What follows belongs to an exercise in optimizing a design on an open flow for small area and a short achievable clock period; a production flow would make more cautious choices. In this exercise RTL edits were held to simulation tests only and were not proved equivalent to the original. Power figures rest on the tool's default switching activity, not on a simulated workload.

==> flow/design.v (excerpt) <==
module npu_top(
    input  wire        CLKEXT,
    input  wire        RST_GLO,
    input  wire        EN_FSM,
    input  wire        EN_CONFIG,
    input  wire [7:0]  DA,
    input  wire [7:0]  DB,
    input  wire [7:0]  DC,
    input  wire [7:0]  DD,
    input  wire        RD_EN,
    input  wire        EN_PISO_DEB,
    input  wire        CLR_PISO_DEB,
    input  wire        SHIFT_DEB,
    input  wire        SEL_CON,
    output wire [7:0]  D_OUT,
    output wire        FULL,
    output wire        EMPTY
);
Size: roughly 4000 cells after synthesis, roughly 1500 flip-flops, about 51 I/O pins, about 62000 um^2 of cells after synthesis.
Settings: LEC_CHECK=0, CAP_MARGIN=20, CORE_MARGIN=2, CORE_UTILIZATION=68, CTS_CLUSTER_DIAMETER=60, CTS_CLUSTER_SIZE=30, SLEW_MARGIN=20; clock period 10.0 ns.
standard.sh (not shown) runs the stock make flow with config.mk's settings and CLKGATE_MAP_FILE= SYNTH_SCRIPT=/design/flow/synth_recipe.tcl, a recipe that flattens the netlist after the stock synthesis.
==> flow/flow/run.sh <==
#!/bin/bash
set -euo pipefail
bash standard.sh SETUP_SLACK_MARGIN=6.75 finish > standard_flow.log 2>&1
The first run ran to the end with no violations.
Next try:
- CORE_UTILIZATION: 68 -> 65
Result: Clock skew went down by 0.010 ns. Non-clock buffer count went up by 1. Worst hold slack improved by 0.022 ns. Sequential power is about the same. Power went down by 1.1%. Core utilization went down by 3.5 points. Design area barely changes. Fmax went up by 0.92%. Wire length went down by 11%.

========
v6:
npu_top, a different RTL version from the one above (not shown whole).
For scale: about 4300 cells after synthesis, ~1500 flip-flops, about 51 I/O pins, ~0.063 mm² of cells after synthesis.
## npu_top
module npu_top(
    input  wire        CLKEXT,
    input  wire        RST_GLO,
    input  wire        EN_FSM,
    input  wire        EN_CONFIG,
    input  wire [7:0]  DA,
    input  wire [7:0]  DB,
    input  wire [7:0]  DC,
    input  wire [7:0]  DD,
    input  wire        RD_EN,
    input  wire        EN_PISO_DEB,
    input  wire        CLR_PISO_DEB,
    input  wire        SHIFT_DEB,
    input  wire        SEL_CON,
    output wire [7:0]  D_OUT,
    output wire        FULL,
    output wire        EMPTY
);
Settings: LEC_CHECK=0, CAP_MARGIN=20, CORE_MARGIN=2, CORE_UTILIZATION=65, SLEW_MARGIN=20; clock period 10.0 ns.
run.sh (not shown) runs the stock make flow with config.mk's settings and CLKGATE_MAP_FILE= SYNTH_SCRIPT=/design/flow/synth_recipe.tcl, a recipe that flattens the netlist after the stock synthesis.
Stock flow here: none of the scripts above is used.
Setup changes, v6 to v7
--- a/flow/config.mk
+++ b/flow/config.mk
@@ -10 +10 @@
-export CORE_UTILIZATION = 65
+export CORE_UTILIZATION = 40
==> comparison <==
- Relative to v6, sum of internal, switching and leakage power has increased by 4.0% in v7.
- v7 vs. v6: layout overhead on the synthesized area went up by 2.3 points.
- Comparing v7 and v6, the higher clock power share was measured on v7.
- Delta (v7 minus v6): final weighted congestion in routability-driven placement saw a decrease, final period utilization up 1.2 points, area taken by flip-flops and latches neither gained nor lost much, met1 routing resource usage after global routing down 17 points, via count normalized by instance count shrank by 0.82.
- Compared with v6, v7 instantiates a larger number of standard cells.
- v6 → v7: routed wire length up about 2%, first-pass GRT wire length up 5900 µm.

========
## v29
Another version of the RTL of npu_top (not shown whole).
For scale: ~4300 cells after synthesis, about 1500 flip-flops, roughly 51 I/O pins, roughly 0.062 sq mm of cells after synthesis.
clock: 10.0 ns
lec_check: 0
cap_margin: 20
core_margin: 2
core_utilization: 65
setup_slack_margin: 5
slew_margin: 20
v29 completed end to end with timing, DRC and antenna clean.
Input changes introduced in v31 (baseline for comparison: v29):
-- flow/config.mk --
<<< v29, line 10
export CORE_UTILIZATION = 65
export SETUP_SLACK_MARGIN = 5
export SLEW_MARGIN = 20
>>> v31, line 10
export CORE_UTILIZATION = 65
export SLEW_MARGIN = 20
Results
v31 vs. v29: clock-buffer cell count barely changed; part of the total power dissipated in combinational logic held steady. v29 and v31 ended up with roughly the same final period demand of the worst path. Both conditions hold for v31: the flow ran to the end and the final layout passed the timing, DRC and antenna checks.

-- what the ideal ports hide --
No port has a modelled driver above. Below, the same layouts with a new extraction and two added sets of constraints.
Step 1 sets driving cells, clkbuf_16 on the clock port and buf_2 on the other inputs (assumed; they add their load-dependent delay and slew).
Step 2, shift: input delay + t, output delay - t, t = (earliest + latest rising clock arrival at the registers) / 2. This alone moves slack from input paths to output paths.
Three values: ideal, step 1, step 2; two values: the first two.
run	shift t [ns]	setup slack, ns	worst setup path at the end
the first run of note 1	0.819	6.494 / 6.494 / 5.706	input to register
the second run of note 1	0.798	6.526 / 6.526 / 5.778	input to register
v6	0.824	4.975 / 4.947 / 4.124	input to register
v7	0.847	4.853 / 4.853 / 4.410	input to register
v29	0.825	5.332 / 5.374 / 4.549	input to register
v31	0.825	5.332 / 5.374 / 4.549	input to register
After both steps setup and hold are still met in every run listed. For v6, which loses most, drivers alone change the setup slack by -0.028 ns; drivers and shift together by -0.851 ns.
